What follows belongs to an exercise in optimizing a design on an open flow for small area; a production flow would make more cautious choices. The RTL was checked by simulation tests, not by an equivalence proof against the original design. Power is estimated from default activity; no workload was simulated.

==> flow/design.v <==
module battleship (
  input            clk  ,
  input            rst  ,
  input            start,
  input      [1:0] X    ,
  input      [1:0] Y    ,
  input            pAb  ,
  input            pBb  ,
  output reg [7:0] disp0,
  output reg [7:0] disp1,
  output reg [7:0] disp2,
  output reg [7:0] disp3,
  output reg [7:0] led
);
parameter IDLE = 4'b0000;
parameter SHOW_A = 4'b0001;
parameter A_IN = 4'b0010;
parameter ERROR_A = 4'b0011;
parameter SHOW_B = 4'b0100;
parameter B_IN = 4'b0101;
parameter ERROR_B = 4'b0110;
parameter SHOW_SCORE = 4'b0111;
parameter A_SHOOT = 4'b1000;
parameter A_SINK = 4'b1001;
parameter A_WIN = 4'b1010;
parameter B_SHOOT = 4'b1011;
parameter B_SINK = 4'b1100;
parameter B_WIN = 4'b1101;
reg [15:0] A_map;
reg [15:0] B_map;
reg [3:0] currentState;
reg [3:0] nextState;
reg [2:0] A_score;
reg [2:0] B_score;
reg [2:0] A_counter;
reg [2:0] B_counter;
reg [5:0] timer;
reg Z;  
always@ (posedge clk or posedge rst)
begin
  if (rst)
    begin
      currentState <= IDLE;
        A_map <= 16'b0;
        B_map <= 16'b0; 
        A_score <= 3'b0;
        B_score <= 3'b0;
        A_counter <= 3'b0;
        B_counter <= 3'b0;
        timer <= 6'b0;
        Z <= 1'b0;
    end
  else
    begin
      currentState <= nextState;
      case(currentState)
      IDLE:
      begin
        timer <= 0;
      end
      SHOW_A:
      begin
        timer <= timer + 1;
      end
      A_IN:
      begin
        if (pAb && A_map[Y*4 + X] == 1'b0 )
        begin
          if(A_counter > 2)
            begin
              A_map[(Y*4) + X] <= 1'b1;
            end
          else
            begin
              A_map[(Y*4) + X] <= 1'b1;
              A_counter <= A_counter + 1;
            end
        end
        timer <= 6'd0;
      end
      ERROR_A:
      begin
        timer <= timer + 1;
      end
      SHOW_B:
      begin
        timer <= timer + 1;
      end
      B_IN:
      begin
        if (pBb && B_map[Y*4 + X] == 1'b0 )
        begin
          if(B_counter > 2)
            begin
              B_map[(Y*4) + X] <= 1'b1;
            end
          else
            begin
              B_map[(Y*4) + X] <= 1'b1;
              B_counter <= B_counter + 1;
            end
        end
        timer <= 6'd0;
      end
      ERROR_B:
      begin
        timer <= timer + 1;
      end
      SHOW_SCORE:
      begin
        timer <= timer + 1;
      end
      A_SHOOT:
      begin
        timer <= 6'd0;
        if (pAb)
        begin
          if (B_map[Y*4 + X] == 1'b1)
            begin
              A_score <= A_score + 1;
              B_map[Y*4 + X] <= 1'b0;
              Z <= 1'b1;
            end
          else
            begin
              Z <= 1'b0;
            end
        end
      end
      A_SINK:
      begin
        timer <= timer + 1;
      end
      A_WIN:
      begin
        if(timer == 6'd49) 
          begin
            timer <= 6'd0;
          end
        else 
          begin
            timer <= timer + 1;
          end
      end
      B_SHOOT:
      begin
        timer <= 6'd0;
        if (pBb)
        begin
          if (A_map[Y*4 + X] == 1'b1)
            begin
              B_score <= B_score + 1;
              A_map[Y*4 + X] <= 1'b0;
              Z <= 1'b1;
            end
          else
            begin
              Z <= 1'b0;
            end
        end
      end
      B_SINK:
      begin
        timer <= timer + 1;
      end
      B_WIN:
      begin
        if(timer == 6'd49) 
          begin
            timer <= 6'd0;
          end
        else 
          begin
            timer <= timer + 1;
          end
      end
    endcase
    end
end
always@(*)
begin
  disp3 = 8'b00000000;
  disp2 = 8'b00000000;
  disp1 = 8'b00000000;
  disp0 = 8'b00000000;
  led = 8'b00000000;
  nextState = currentState;
  case(currentState)
    IDLE:
    begin
      disp3 = 8'b00000110;
      disp2 = 8'b01011110;
      disp1 = 8'b00111000;
      disp0 = 8'b01111001;
      led[7] = 1;
      led[4] = 1;
      led[3] = 1;
      led[0] = 1;  
      if (start)
        nextState = SHOW_A;
    end
    SHOW_A:
    begin
      disp3 = 8'b01110111;
      disp2 = 8'b00000000;
      disp1 = 8'b00000000;
      disp0 = 8'b00000000;
      if (timer < 6'd50)  
        nextState = SHOW_A;
      else
        begin
          nextState = A_IN;
        end
    end
    A_IN:
    begin
      disp3 = 8'b00000000;
      disp2 = 8'b00000000;
      case(X)  
        2'b00: disp1 = 8'b00111111;  
        2'b01: disp1 = 8'b00000110;  
        2'b10: disp1 = 8'b01011011;  
        2'b11: disp1 = 8'b01001111;  
      endcase
      case(Y)  
          2'b00: disp0 = 8'b00111111;  
          2'b01: disp0 = 8'b00000110;  
          2'b10: disp0 = 8'b01011011;  
          2'b11: disp0 = 8'b01001111;  
      endcase
      nextState = A_IN;  
      led[7] = 1'b1;
      led[5:4] = A_counter[1:0];
      led[6] = 1'b0;
      led[3:0] = 4'b0000;
      if (pAb)
        begin
          if(A_map[(Y*4)+X] == 1'b1)
            begin
              nextState = ERROR_A;
            end
          else
            begin
              if(A_counter > 2)
                nextState = SHOW_B;
            end
        end
    end
    ERROR_A:
    begin
      disp3 = 8'b01111001;
      disp2 = 8'b01010000;
      disp1 = 8'b01010000;
      disp0 = 8'b01011100;
      led[7] = 1'b1;
      led[4] = 1'b1;
      led[3] = 1'b1;
      led[0] = 1'b1;
      if(timer < 6'd50)
        begin
          nextState = ERROR_A;
        end
      else
        begin
          nextState = A_IN;
        end
    end
    SHOW_B:
    begin
      disp3 = 8'b01111100;
      disp2 = 8'b00000000;
      disp1 = 8'b00000000;
      disp0 = 8'b00000000;
      if (timer < 6'd50)
        begin
          nextState = SHOW_B;
        end
      else
        begin
          nextState = B_IN;
        end
    end
    B_IN:
    begin
      nextState = B_IN;  
      disp3 = 8'b00000000;
      disp2 = 8'b00000000;
      case(X)  
        2'b00: disp1 = 8'b00111111;  
        2'b01: disp1 = 8'b00000110;  
        2'b10: disp1 = 8'b01011011;  
        2'b11: disp1 = 8'b01001111;  
      endcase
      case(Y)  
          2'b00: disp0 = 8'b00111111;  
          2'b01: disp0 = 8'b00000110;  
          2'b10: disp0 = 8'b01011011;  
          2'b11: disp0 = 8'b01001111;  
      endcase
      led[0] = 1'b1;
      led[3:2] = B_counter[1:0];
      led[1] = 1'b0;
      led[7:4] = 4'b0000;
      if (pBb)
        begin
          if(B_map[(Y*4)+X] == 1'b1)
            begin
              nextState = ERROR_B;
            end
          else
            begin
              if(B_counter > 2)
                nextState = SHOW_SCORE;
            end
        end
    end
    ERROR_B:
    begin
      disp3 = 8'b01111001;
      disp2 = 8'b01010000;
      disp1 = 8'b01010000;
      disp0 = 8'b01011100;
      led[7] = 1'b1;
      led[4] = 1'b1;
      led[3] = 1'b1;
      led[0] = 1'b1;
      if(timer < 6'd50)
        begin
          nextState = ERROR_B;
        end
      else
        begin
          nextState = B_IN;
        end
    end
    SHOW_SCORE:
    begin
      disp3 = 8'b00111111;
      disp2 = 8'b01000000;
      disp1 = 8'b01000000;
      disp0 = 8'b00111111;
      led[7] = 1'b1;
      led[4] = 1'b1;
      led[3] = 1'b1;
      led[0] = 1'b1;
      if(timer < 6'd50)
        begin
          nextState = SHOW_SCORE;
        end
      else
        begin
          nextState = A_SHOOT;
        end
    end
    A_SHOOT:
    begin
      disp3 = 8'b00000000;
      disp2 = 8'b00000000;
      case(X)  
        2'b00: disp1 = 8'b00111111;  
        2'b01: disp1 = 8'b00000110;  
        2'b10: disp1 = 8'b01011011;  
        2'b11: disp1 = 8'b01001111;  
      endcase
      case(Y)  
          2'b00: disp0 = 8'b00111111;  
          2'b01: disp0 = 8'b00000110;  
          2'b10: disp0 = 8'b01011011;  
          2'b11: disp0 = 8'b01001111;  
      endcase
      led[7] = 1'b1;
      led[5:4] = A_score[1:0];
      led[3:2] = B_score[1:0];
      led[6] = 1'b0;
      led[1:0] = 2'b00;
      if(pAb)
        begin
          if(B_map[(Y*4)+X] == 1'b1)
            begin
              nextState = A_SINK;
            end
          else
            begin
              nextState = A_SINK;
            end
        end
      else
        begin
          nextState = A_SHOOT;
        end
    end
    A_SINK:
    begin
    case(A_score)
        3'd0: disp3 = 8'b00111111; 
        3'd1: disp3 = 8'b00000110; 
        3'd2: disp3 = 8'b01011011; 
        3'd3: disp3 = 8'b01001111; 
        3'd4: disp3 = 8'b01100110; 
        default: disp3 = 8'b00111111; 
      endcase
      disp2 = 8'b01000000;
      disp1 = 8'b01000000; 
      case(B_score)
          3'd0: disp0 = 8'b00111111;  
          3'd1: disp0 = 8'b00000110;  
          3'd2: disp0 = 8'b01011011;  
          3'd3: disp0 = 8'b01001111;  
          3'd4: disp0 = 8'b01100110;  
          default: disp0 = 8'b00111111;  
      endcase
      if (Z == 1'b1) 
        begin
          led = 8'b11111111;  
        end
      else 
        begin
          led = 8'b00000000;  
        end
    if (timer < 6'd50)
      begin
        if (Z == 1'b1)
          begin
            nextState = A_SINK;
          end
        else
          begin
            nextState = A_SINK;
          end
      end
    else
      begin
        if (A_score > 3)
          begin
            nextState = A_WIN;
          end
        else
          begin
            nextState = B_SHOOT;
          end
      end
    end
    A_WIN:
    begin
      disp3 = 8'b01110111;
      case(A_score)
        3'd0: disp2 = 8'b00111111; 
        3'd1: disp2 = 8'b00000110; 
        3'd2: disp2 = 8'b01011011; 
        3'd3: disp2 = 8'b01001111; 
        3'd4: disp2 = 8'b01100110; 
        default: disp2 = 8'b00111111;
      endcase
      case(B_score)
        3'd0: disp0 = 8'b00111111; 
        3'd1: disp0 = 8'b00000110; 
        3'd2: disp0 = 8'b01011011; 
        3'd3: disp0 = 8'b01001111; 
        3'd4: disp0 = 8'b01100110; 
        default: disp0 = 8'b00111111;
      endcase
      disp1 = 8'b01000000;
      if(timer < 6'd25) 
      begin
        led = 8'b11111111; 
      end
      else 
      begin
        led = 8'b00000000;
      end
      nextState = A_WIN;
    end
    B_SHOOT:
    begin
      disp3 = 8'b00000000;
      disp2 = 8'b00000000;
      case(X)  
        2'b00: disp1 = 8'b00111111;  
        2'b01: disp1 = 8'b00000110;  
        2'b10: disp1 = 8'b01011011;  
        2'b11: disp1 = 8'b01001111;  
      endcase
      case(Y)  
          2'b00: disp0 = 8'b00111111;  
          2'b01: disp0 = 8'b00000110;  
          2'b10: disp0 = 8'b01011011;  
          2'b11: disp0 = 8'b01001111;  
      endcase
      led[7] = 1'b1;
      led[5:4] = A_score[1:0];
      led[3:2] = B_score[1:0];
      led[6] = 1'b0;
      led[1:0] = 2'b00;
      if(pBb)
        begin
          if (A_map[(Y*4)+X] == 1'b1)
            begin
              nextState = B_SINK;
            end
          else
            begin
              nextState = B_SINK;
            end
        end
      else
        begin
          nextState = B_SHOOT;
        end
    end
    B_SINK:
    begin
      case(A_score)
        3'd0: disp3 = 8'b00111111; 
        3'd1: disp3 = 8'b00000110; 
        3'd2: disp3 = 8'b01011011; 
        3'd3: disp3 = 8'b01001111; 
        3'd4: disp3 = 8'b01100110; 
        default: disp3 = 8'b00111111; 
      endcase
      disp2 = 8'b01000000;
      disp1 = 8'b01000000; 
      case(B_score)
          3'd0: disp0 = 8'b00111111;  
          3'd1: disp0 = 8'b00000110;  
          3'd2: disp0 = 8'b01011011;  
          3'd3: disp0 = 8'b01001111;  
          3'd4: disp0 = 8'b01100110;  
          default: disp0 = 8'b00111111;  
      endcase
      if (Z == 1'b1) 
        begin
          led = 8'b11111111;  
        end
      else 
        begin
          led = 8'b00000000;  
        end
      if (timer < 6'd50)
        begin
          if (Z == 1'b1)
            begin
              nextState = B_SINK;
            end
          else
            begin
              nextState = B_SINK;
            end
        end
      else
        begin
          if (B_score > 3)
            begin
              nextState = B_WIN;
            end
          else
            begin
              nextState = A_SHOOT;
            end
        end
    end
    B_WIN:
    begin
      disp3 = 8'b01111100;
      case(A_score)
        3'd0: disp2 = 8'b00111111; 
        3'd1: disp2 = 8'b00000110; 
        3'd2: disp2 = 8'b01011011; 
        3'd3: disp2 = 8'b01001111; 
        3'd4: disp2 = 8'b01100110; 
        default: disp2 = 8'b00111111;
      endcase
      case(B_score)
        3'd0: disp0 = 8'b00111111; 
        3'd1: disp0 = 8'b00000110; 
        3'd2: disp0 = 8'b01011011; 
        3'd3: disp0 = 8'b01001111; 
        3'd4: disp0 = 8'b01100110; 
        default: disp0 = 8'b00111111;
      endcase
      disp1 = 8'b01000000;
      if(timer < 6'd25) 
      begin
        led = 8'b11111111; 
      end
      else 
      begin
        led = 8'b00000000;
      end
      nextState = B_WIN;
    end
  endcase
end
endmodule
==> flow/run.sh <==
#!/bin/bash
# synth_recipe.tcl (not shown) runs the flow's synth.tcl, then flattens the netlist and writes it again
# the make line also repeats each setting of config.mk as NAME=value (left out here)
make -C /OpenROAD-flow-scripts/flow DESIGN_CONFIG=/design/flow/config.mk WORK_HOME=/design/flow/orfs CLKGATE_MAP_FILE= SYNTH_SCRIPT=/design/flow/synth_recipe.tcl finish
==> flow/config.mk <==
export PLATFORM = sky130hd
export DESIGN_NAME = battleship
export DESIGN_NICKNAME = battleship
export VERILOG_FILES = /design/flow/design.v
export SDC_FILE = /design/flow/constraint.sdc
export NUM_CORES = 4
export LEC_CHECK = 0
export CAP_MARGIN = 20
export CORE_MARGIN = 2
export CORE_UTILIZATION = 25
export SLEW_MARGIN = 20
==> flow/constraint.sdc <==
create_clock -name core_clock -period 10.0 [get_ports {clk}]
set_input_delay 2.0000 -clock core_clock [delete_from_list [all_inputs] [get_ports {clk}]]
set_output_delay 2.0000 -clock core_clock [all_outputs]
set_load 0.01 [all_outputs]
==> flow_summary.toml <==
[critical_path]
end_kind = "primary output"
ff2ff_path_depth = 7
path_class = "input pin to primary output"
cp-startpoint = "X[0]"
path_max_fanout = 15
required_ns = 8.00
startpoint_type = "input pin"
r2r_setup_slack_ns = 6.90
r2r_start = "currentState[3]"
setup.worst_path.end = "disp1[6]"
arrival_ns = 4.65

[synth]
synth-seq-cells = 55
netlist_area_mm2 = 0.00476
synth_ff_type = "dfrtp_1"
synth.distinct_cells = 72
synth_edf_count = 0
ys_seq_area_share_pct = 28.9
ys_warn_count = 1
avgSynthCellArea_um2 = 8.48
asyncSetResetFlopFracSynth_pct = 100
syn_inst = 561

[floorplanning]
initial_core_util_pct = 25.4
row_count = 50
die_x_um = 142
dieArea_mm2 = 0.0202
io_pins = 49
die_h_um = 142
core_area_mm2 = 0.0187

[outcome]
status = "timing/DRC/antenna clean"

[sta]
setup_ws_ns = 3.35
fin_crit_sh_pct = 66.5
relSlewSlack_pct = 38.6
timing.setup.tns_ns = 0
fin_worst_skew_ns = 0.00895
tightest_slew_ns = 0.919
setup_viol = 0
fmax_mhz = 150
hold_viol = 0
period_needed_ns = 6.65
slew_violations = 0
grt_setup_unrepaired = "no"

[grt]
grtUsageTotal_pct = 13.5
antenna_found_initial = 1
grt_pass1_wl_um = 21900
first_global_vias = 3965
gr-total-overflow = 0
grt_start_max_net_pins = 56

[min_path]
hold_path_class = "flip-flop to flip-flop"

[power_and_ir_drop]
peakVddDrop_mv = 0.0742
p_per_area_mw_per_mm2 = 232
p_leak_uw = 0.00227

[drt]
drt-vias-per-instance = 5.33
drt-initial-drc-count = 485
vias = 4336
ant_nets = 0
wl_per_cell_um = 16.8
routed_wl_um = 13600
drc_errors = 0
first_pass_iters = 5

[placed_design]
gp_congestion = 0.868
dp_hpwl_um = 9730
portBuffers = 44
post-place-ws_ns = 3.32

[cts]
ctsHoldBuffers = 0
clk_latency_ns = 0.31
cts_tree = "yes"
postCtsSetupBuffers = 0
clockBufferDepth = 2
clkTransAtPathRegs_ns = 0.07
clock-sinks = 55
cts_resized = 0
root_buffer = "clkbuf_16"
cts_buffers = 5
htree_num_levels = 2

[final_layout]
final_cell_mix = "a21oi_1, nand2_1, dfrtp_1"
syn2layout_area_growth_pct = 15.9
layout_commonest_cell = "a21oi_1"
drive_gt1_share_pct = 8.79
fin_nets = 612
n_antenna_cell = 0

[flow_run]
cap_violations = 0
-- cells by family (layout without fill, tap and decap cells) --
kind of cell    Yosys count  count (layout)  synth area share, %
mux                      47              47                 13.5
other cells               1               4               0.0788
flops                    55              55                 28.9
compound gates          184             184                 25.9
fa+ha+maj                25              25                 6.52
xor+xnor                 10              10                 1.84
buf+inv                  69              85                 6.57
simple gates            170             170                 16.7
-- cell usage after synthesis, drive strengths merged (7+ instances only) --
cell type	instances	area share, %
a21oi	74	8.6
nand2	63	5.2
dfrtp	55	29
nor2	53	4.3
o21ai	34	3.6
mux2	33	8.3
buf	26	3.2
inv	26	2.1
ha	24	6.3
clkbuf	17	1.3
nand3	14	1.5
nor3	9	1.1
mux4	8	3.9
o211ai	8	1.6
o31ai	7	1.1
-- power breakdown --
| part | internal, uW | switching (uW) |
|---|---|---|
| logic | 346 | 417 |
| clock network | 120 | 89.7 |
| registers | 276 | 31.3 |
| total | 742 | 538 |
-- through the flow --
step	util, %	cell area (um^2)	power (uW)	std cells	hold WS (ns)
CTS	29.5	5520	1280	814	0.455
global route	29.5	5520	1360	814	0.461
finish	29.5	5520	1280	814	0.453
floorplan	-	4770	761	564	0.422
global placement	28.6	5340	1060	806	0.435
detailed placement	28.6	5340	1070	806	0.439
-- metal layers --
metal	GRT usage, %	vias up	part of all wire [%]
met4	3.47	0	1.5
met3	2.29	12	6.5
met1	19.2	2089	46
li1	-	2069	-
met5	0	-	0
met2	21.2	166	46
-- final cells by class --
class / instances / area (um^2)
Fill cell: 1928 / 13200
Inverter: 26 / 97.6
Clock inverter: 3 / 47.5
Timing Repair Buffer: 51 / 493
Multi-Input combinational cell: 440 / 3080
Clock buffer: 5 / 125
Tap cell: 234 / 293
Sequential cell: 55 / 1380
-- worst min path at each step --
| stage | from | slack (ns) | to | cells past startpoint |
|---|---|---|---|---|
| detailed placement | A_counter[2] | 0.44 | A_counter[2] | 1 |
| global route | B_counter[2] | 0.46 | B_counter[2] | 1 |
| floorplan | A_counter[2] | 0.42 | A_counter[2] | 1 |
| finish | B_counter[2] | 0.45 | B_counter[2] | 1 |
| global placement | A_counter[2] | 0.43 | A_counter[2] | 1 |
| CTS | A_counter[2] | 0.45 | A_counter[2] | 1 |
-- critical path, cell delays in order --
cell             delay [ns]
clkdlybuf4s50_1        0.98
inv_1                  0.19
ha_1                   0.33
o31ai_1                0.22
a22oi_1                0.12
o221a_2                0.32
clkdlybuf4s50_1        0.48

[separate check: timing with driven ports]
The flow's constraints put no driver on any port. The routed layout listed below was extracted and timed again, unchanged, in two steps.
Step 1 (the two cells are an assumption about what drives the block):
set clk [get_ports {clk}]
set_driving_cell -lib_cell sky130_fd_sc_hd__clkbuf_16 $clk
set_driving_cell -lib_cell sky130_fd_sc_hd__buf_2 [delete_from_list [all_inputs] $clk]
Step 2, shift: input delay + t, output delay - t, t = (earliest + latest rising clock arrival at the registers) / 2. This alone moves slack from input paths to output paths.
Slacks: ideal / step 1 / step 2; pairs: ideal / step 1.
t, ns: 0.342
slack for setup (ns): 3.348 / 3.325 / 3.325
hold slack, ns: 0.453 / 0.453 / 0.453
latest minus earliest clock arrival (ns): 0.009 / 0.009
After both steps setup and hold are still met in this run. For this run, drivers alone change the setup slack by -0.023 ns; drivers and shift together by -0.023 ns.
